Source: an optimization exercise on an open RTL-to-GDS flow (aim: small area). Production flows keep margins and buffers that such runs may drop. In this exercise RTL edits were held to simulation tests only and were not proved equivalent to the original. Power and IR drop assume default switching activity.

==> flow/design.v (outline; a module is shown in full before it is edited, if it fits) <==
// module filter_fir: 3811 lines
// module fir_fa: 4 lines
// module fir_ha: 4 lines
// module fir_nand2: 3 lines
// module fir_nor2: 3 lines
module filter_fir(input clk, input rst, input signed [15:0] din, output signed [15:0] dout);
  // ...
==> flow/flow/run.sh <==
#!/bin/bash
# The standard layout (standard.sh) with the clock tree built without dummy load cells
# and the port buffers made of the smallest buffer cell.
set -euo pipefail
CTS="-sink_clustering_enable -repair_clock_nets -dont_use_dummy_load -sink_clustering_size 18 -sink_clustering_max_diameter 50 -buf_list {sky130_fd_sc_hd__clkbuf_8}"
bash standard.sh "CTS_ARGS=$CTS" "BUFFER_PORTS_ARGS=-buffer_cell sky130_fd_sc_hd__buf_1" finish > standard_flow.log 2>&1
==> flow/standard.sh <==
#!/bin/bash
# synth_recipe.tcl (not shown) runs the flow's synth.tcl, then flattens the netlist and writes it again
# the make line also repeats each setting of config.mk as NAME=value (left out here)
make -C /OpenROAD-flow-scripts/flow DESIGN_CONFIG=/design/flow/config.mk WORK_HOME=/design/flow/orfs CLKGATE_MAP_FILE= SYNTH_SCRIPT=/design/flow/synth_recipe.tcl "${@:-finish}"
==> flow/config.mk <==
export PLATFORM = sky130hd
export DESIGN_NAME = filter_fir
export DESIGN_NICKNAME = filter_fir
export VERILOG_FILES = /design/flow/design.v
export SDC_FILE = /design/flow/constraint.sdc
export NUM_CORES = 8
export LEC_CHECK = 0
export CAP_MARGIN = 20
export CORE_MARGIN = 2
export CORE_UTILIZATION = 60
export PLACE_DENSITY = 0.7
export SLEW_MARGIN = 20
export SYNTH_HIERARCHICAL = 1
==> flow/constraint.sdc <==
create_clock -name core_clock -period 6.5 [get_ports {clk}]
set_input_delay 1.3000 -clock core_clock [delete_from_list [all_inputs] [get_ports {clk}]]
set_output_delay 1.3000 -clock core_clock [all_outputs]
set_load 0.01 [all_outputs]
==> impl_results.rst, run 1 <==
.. list-table::
   :header-rows: 1

   * - Metric
     - Value
   * - Result of the run
     - timing/DRC/antenna clean
   * - Global router's overall resource usage
     - 0.285
   * - Worst r2r path cells
     - 15
   * - Clock Sink Count
     - approximately 1300
   * - Combinational power
     - 10.5 mW
   * - Top power group
     - combinational logic
   * - Max_cap viols
     - 0
   * - Sequential portion of the cell area
     - 0.495
   * - Source-to-sink clock delay at the later pin of the worst-skew pair
     - roughly 770 ps
   * - Element type at the critical path end
     - flop
   * - Area share of the largest cell type after synthesis
     - 0.529
   * - Worst Tran Pin Value
     - about 1100 ps
   * - Worst-case register-to-register setup slack
     - roughly 320 ps
   * - Switching component of the power
     - between 8 and 9 mW
   * - Most frequent cell after synthesis
     - sky130_fd_sc_hd__dfxtp_1
   * - Clock-pin slew on the worst setup and hold paths
     - 110 ps
   * - Sequential cell count
     - roughly 1300
   * - Dominant combinational cell family by area after synthesis
     - adder cells
   * - WL final
     - about 110000 um
   * - Pre-CTS setup slack
     - ~270 ps
   * - Count of antenna diodes in the layout
     - 3
   * - Post-synthesis cell count
     - approximately 3300
   * - Power share of the combinational group
     - 0.460
   * - Max FO, Critical Path
     - 3
   * - Placed Area
     - a little under 50000 um^2
   * - Clock buffer count in the final layout
     - between 100 and 150
   * - Share of the synthesized netlist area taken by xor and xnor gates
     - 0.00184
   * - Global placement routability congestion
     - ~0.94
   * - Adder-cell area share of the yosys netlist
     - 0.386
   * - Static power due to leakage
     - just over 20 nW
   * - Worst Hold Path Cells
     - 0
   * - Sink of the worst hold path
     - d2[5]
   * - First-iteration detailed-routing DRC count
     - 1461
   * - Power of the clock network
     - approximately 3.8 mW
   * - Crit path required time
     - roughly 7100 ps
   * - Starting density of the core
     - 0.605
   * - Slowest library cell on the worst path
     - sky130_fd_sc_hd__fa_1
   * - Clock buffers created by TritonCTS
     - approximately 110
   * - Clock Tree Buf Depth
     - 3
   * - Met1 Use GR
     - 0.373
   * - Reg area
     - around 25000 um^2
   * - Post-DP HPWL
     - around 84000 um
==> inputs of run 2 (changes only) <==
==> flow/flow/run.sh (replaced) <==
#!/bin/bash
# The standard layout (standard.sh) with the clock tree built without dummy load cells
# and the port buffers made of the smallest buffer cell.
set -euo pipefail
CTS="-sink_clustering_enable -repair_clock_nets -dont_use_dummy_load -sink_clustering_size 20 -sink_clustering_max_diameter 60 -buf_list {sky130_fd_sc_hd__clkbuf_2 sky130_fd_sc_hd__clkbuf_4 sky130_fd_sc_hd__clkbuf_8}"
bash standard.sh "CTS_ARGS=$CTS" "BUFFER_PORTS_ARGS=-buffer_cell sky130_fd_sc_hd__buf_1" finish > standard_flow.log 2>&1
--- a/flow/config.mk
+++ b/flow/config.mk
@@ -7,7 +7,6 @@
 export LEC_CHECK = 0
 export CAP_MARGIN = 20
 export CORE_MARGIN = 2
-export CORE_UTILIZATION = 60
-export PLACE_DENSITY = 0.7
+export CORE_UTILIZATION = 40
 export SLEW_MARGIN = 20
 export SYNTH_HIERARCHICAL = 1
==> run 2 against run 1 <==
Routed wire length increased by 1.7%. Synthesized area unchanged. Largest power group unchanged. Clock-buffer cell count decreased by 12. Maximum frequency about the same. Sequential share of layout area decreased by 0.44 points. Highest routed layer is now met5. Flip-flop and latch count unchanged.
==> impl_results.rst, run 2 <==
.. list-table::
   :header-rows: 1

   * - Metric
     - Value
   * - Result of the run
     - timing/DRC/antenna clean (unchanged)
   * - Element type at the critical path end
     - flop (unchanged)
   * - Number of hold-slack violations in the final timing report
     - 0 (unchanged)
   * - Largest registers ranked by flip-flop count
     - s1 (31), s2 (28), s3 (25) (unchanged)
   * - Clock Sink Count
     - 1258 (unchanged)
   * - Max FO, Critical Path
     - 3 (unchanged)
   * - Most frequent cell after synthesis
     - sky130_fd_sc_hd__dfxtp_1 (unchanged)
   * - Clock-pin slew on the worst setup and hold paths
     - 110 ps (about the same)
   * - Final critical-path share of the clock period
     - 0.951 (about the same)
   * - Final net count
     - 4417 (was 4430)
   * - Worst Tran Pin Value
     - 1060 ps (was 1130 ps)
   * - Distinct cell type count after synthesis
     - 35 (unchanged)
   * - Number of flops mapped to enable cells by yosys
     - 0 (unchanged)
   * - Static power due to leakage
     - 20.1 nW (was 20.2 nW)
   * - Chip Width
     - 349 um (was 286 um)
   * - WL final
     - 111000 um (was 109000 um)
   * - Maximum VDD drop
     - 0.336 mV (was 0.379 mV)
   * - Port-buffer cells
     - 33 (unchanged)
   * - Max_cap viols
     - 0 (unchanged)
   * - Highest cell delay on the worst timing path
     - 500 ps (was 540 ps)
   * - Area share of the largest cell type after synthesis
     - 0.529 (unchanged)
   * - CTS tree
     - done (unchanged)
   * - Post-cts gate resize count
     - 0 (unchanged)
   * - Yosys reg bits
     - 1258 (unchanged)
   * - Post-synthesis cell count
     - 3255 (unchanged)
   * - Routed wire length per instance
     - 22.4 um (was 24.4 um)
   * - Clock Tree Buf Depth
     - 3 (unchanged)
   * - Slew HR
     - 0.293 (was 0.247)
   * - CTS H-Tree Depth
     - 3 (unchanged)
   * - First-iteration detailed-routing DRC count
     - 1287 (was 1461)
   * - Cell taking the most area after synthesis
     - sky130_fd_sc_hd__dfxtp_1 (unchanged)
   * - Clock buffers created by TritonCTS
     - 97 (was 109)
   * - Buffers inserted during post-CTS setup optimization
     - 0 (unchanged)
   * - Library cell appearing most often on the critical path
     - sky130_fd_sc_hd__fa_1 (unchanged)
   * - Hold Buf Count CTS
     - 0 (unchanged)
   * - Slowest library cell on the worst path
     - sky130_fd_sc_hd__dfxtp_1 (was sky130_fd_sc_hd__fa_1)
   * - Avg Inst Size Synth
     - 14.6 um^2 (unchanged)
   * - Post-synth net total
     - 4248 (unchanged)
   * - Max FFs per register
     - 31 (unchanged)
   * - Die area
     - 122000 um^2 (was 81700 um^2)
   * - Crit path required time
     - 7180 ps (was 7100 ps)
   * - Wire length of the first global-routing pass
     - 168000 um (was 166000 um)
   * - Source-to-sink clock delay at the later pin of the worst-skew pair
     - 860 ps (was 770 ps)
   * - Critical path class
     - flop to flop (unchanged)
   * - Time the worst path needs with I/O delays and setup
     - 6180 ps (about the same)
   * - Register ranked first by flip-flop count
     - s1 (unchanged)
   * - Share of layout cells above drive strength 1
     - 0.0438 (was 0.0475)
   * - CP top delay family
     - adder cells (unchanged)
   * - Achievable clock frequency
     - 0.162 GHz (about the same)
   * - Area of the mapped netlist
     - 47600 um^2 (unchanged)
   * - DRC violation count after routing
     - 0 (unchanged)
   * - Via count of the first global-routing pass
     - 25600 (was 27000)
   * - Largest net degree at the start of global routing
     - 148 (was 71)
   * - Worst-case register-to-register setup slack
     - 320 ps (about the same)
   * - Commonest cells after routing, fill and taps aside
     - sky130_fd_sc_hd__dfxtp_1, sky130_fd_sc_hd__fa_1, sky130_fd_sc_hd__nor2_1 (unchanged)
   * - Setup Skew
     - 151 ps (was 119 ps)
   * - Final design instance area without fill
     - 51400 um^2 (was 50900 um^2)
   * - Post-DP HPWL
     - 85900 um (was 84400 um)
   * - Iteration count of the initial detailed-routing pass
     - 5 (unchanged)
   * - Ys flop type
     - sky130_fd_sc_hd__dfxtp_1 (unchanged)
   * - Number of setup violations in the final report
     - 0 (unchanged)
   * - Root buffer cell
     - sky130_fd_sc_hd__clkbuf_8 (unchanged)
   * - Vias per inst
     - 4.50 (was 5.15)
   * - Height of the chip
     - 349 um (was 286 um)
   * - Yosys Warn Count
     - 7 (unchanged)
   * - Number of top-level pins
     - 34 (unchanged)
   * - Antenna Violating Nets Remaining
     - 0 (unchanged)
   * - Number of antenna violations at the first check in global routing
     - 5 (was 6)
   * - Number of buffer and inverter stages on the critical path
     - 1 (unchanged)
   * - Share of the yosys chip area belonging to registers
     - 0.529 (unchanged)
   * - Leading cell type in the layout, fill and taps excluded
     - sky130_fd_sc_hd__dfxtp_1 (unchanged)
   * - Placed Area
     - 50000 um^2 (was 49400 um^2)
   * - Area overhead of the layout relative to synthesis
     - 7.80% (was 6.84%)
   * - Largest cells by area after synthesis
     - sky130_fd_sc_hd__dfxtp_1, sky130_fd_sc_hd__fa_1, sky130_fd_sc_hd__ha_1 (unchanged)
   * - Std-Cell Core Area
     - 118000 um^2 (was 78700 um^2)
   * - Setup repair after global routing missed its margin
     - false (unchanged)
   * - Summed negative setup slack over all endpoints
     - 0 ps (unchanged)
   * - Number of rows created at floorplan
     - 126 (was 103)
   * - Global placement routability congestion
     - 0.868 (was 0.943)
   * - Global-route congestion overflow total
     - 0 (unchanged)
   * - Total via count in the routed design
     - 22300 (was 23100)
   * - Number of max-slew violations in the final report
     - 0 (unchanged)
   * - PD cells
     - 439 nW/um^2 (was 451 nW/um^2)
   * - Starting density of the core
     - 0.403 (was 0.605)
   * - Kind of launch point of the worst setup path
     - flop (unchanged)
   * - Ordered list of cells on the worst path
     - fa_1, fa_1, fa_1, fa_1, fa_1, inv_1, fa_1, fa_1, ha_1, fa_1, fa_1, fa_1, fa_1, fa_1, nand2_1 (was buf_4, fa_1, fa_1, fa_1, fa_1, ha_1, fa_1, fa_1, fa_1, fa_1, fa_1, fa_1, fa_1, fa_1, nor2_1)
   * - Min-Delay Path Class
     - flop to flop (unchanged)
   * - Share of flip-flops with an asynchronous set or reset
     - 0 (unchanged)
   * - Arrival time worst endpoint
     - 6860 ps (was 6790 ps)
   * - Global router's overall resource usage
     - 0.193 (was 0.285)
   * - Top cells by instance count after synthesis
     - sky130_fd_sc_hd__dfxtp_1, sky130_fd_sc_hd__fa_1, sky130_fd_sc_hd__nor2_1 (unchanged)
## run 2: power breakdown
part           internal [mW]  switching (mW)
logic                   4.79            5.47
clock network           1.33            2.36
registers               8.25           0.341
## run 2: area by class of cell
type | instances | area [um^2]
fill | 10700 | 66700
sequential | 1258 | 25200
multi-input combinational | 1695 | 21300
tap | 1536 | 1920
clock buffer | 97 | 1340
inverter | 299 | 1130
timing repair buffer | 73 | 453
antenna | 1 | 2.50
## run 2: per-layer routing
layer / wire [um] / track usage / share of wire / vias up
li1: - / - / - / 10100
met1: 46300 / 0.242 / 0.42 / 11700
met2: 55200 / 0.329 / 0.50 / 380
met3: 4600 / 0.0384 / 0.041 / 205
met4: 4960 / 0.0752 / 0.045 / 2
met5: 11 / 0 / 0.000099 / -
## run 2: Yosys stat by module, one instance, submodules excluded, a selection
module	flip-flops and latches	cells inside	cell area [um^2]
fir_fa	0	1	20.0
filter_fir	1258	1694	27400
fir_ha	0	1	12.5
## run 2: logic make-up (layout without fill, tap and decap cells)
| kind of cell | count (synthesis) | count (layout) | share of synthesized area |
|---|---|---|---|
| and+or+nand+nor | 677 | 677 | 0.0550 |
| adders and majority gates | 975 | 975 | 0.386 |
| DFF | 1258 | 1258 | 0.529 |
| AOI/OAI and AO/OA | 33 | 33 | 0.00489 |
| other | 0 | 1 | 0 |
| buffers and inverters | 302 | 469 | 0.0240 |
| xor gates and xnor gates | 10 | 10 | 0.00184 |
## run 2: worst reg2reg max path: cells and delay by family, from the launching register on
kind,cells,cell delay [ps]
and+or+nand+nor,1,50
DFF,1,500
buffers and inverters,1,90
adders and majority gates,13,5390
## run 2: final timing paths
check                           endpoint  cells after the start    from
worst min register to register    w5[13]                      1  w4[13]
worst max-delay path              s2[24]                     15  w0[10]
worst max register to register    s2[24]                     15  w0[10]
worst min-delay path              w5[13]                      1  w4[13]
## run 2: through the flow
step	std cells	setup WS (ps)	total power, mW	hold slack, ps	util
floorplan	3255	516	16.2	310	-
global placement	4861	400	19.1	310	0.424
detailed placement	4861	321	19.3	312	0.424
CTS	4958	292	23.0	257	0.435
global route	4959	89.1	24.9	271	0.435
finish	4959	316	22.5	249	0.435

## re-timing with driven ports
How much do the figures lean on ideal ports? The routed layouts below were timed once more, with nothing changed but the port constraints.
Step 1 sets driving cells, clkbuf_16 on the clock port and buf_2 on the other inputs (assumed; they add their load-dependent delay and slew).
Step 2 moves the port delays by t, midway between the first and last clock arrival at a register: inputs arrive t later, outputs are due t later. That takes back most of the time a late clock gives input paths.
Slacks: ideal / step 1 / step 2; pairs: ideal / step 1.
run | shift t [ns] | slack for setup (ns) | worst hold slack (ns) | worst setup path after step 2 | worst register clock-pin slew, ns
run 1 | 0.782 | 0.318 / 0.318 / 0.318 | 0.298 / 0.298 / 0.298 | register to register | 0.11 / 0.11
run 2 | 0.852 | 0.316 / 0.316 / 0.316 | 0.249 / 0.249 / 0.249 | register to register | 0.12 / 0.12
After both steps setup and hold are still met in every run listed.
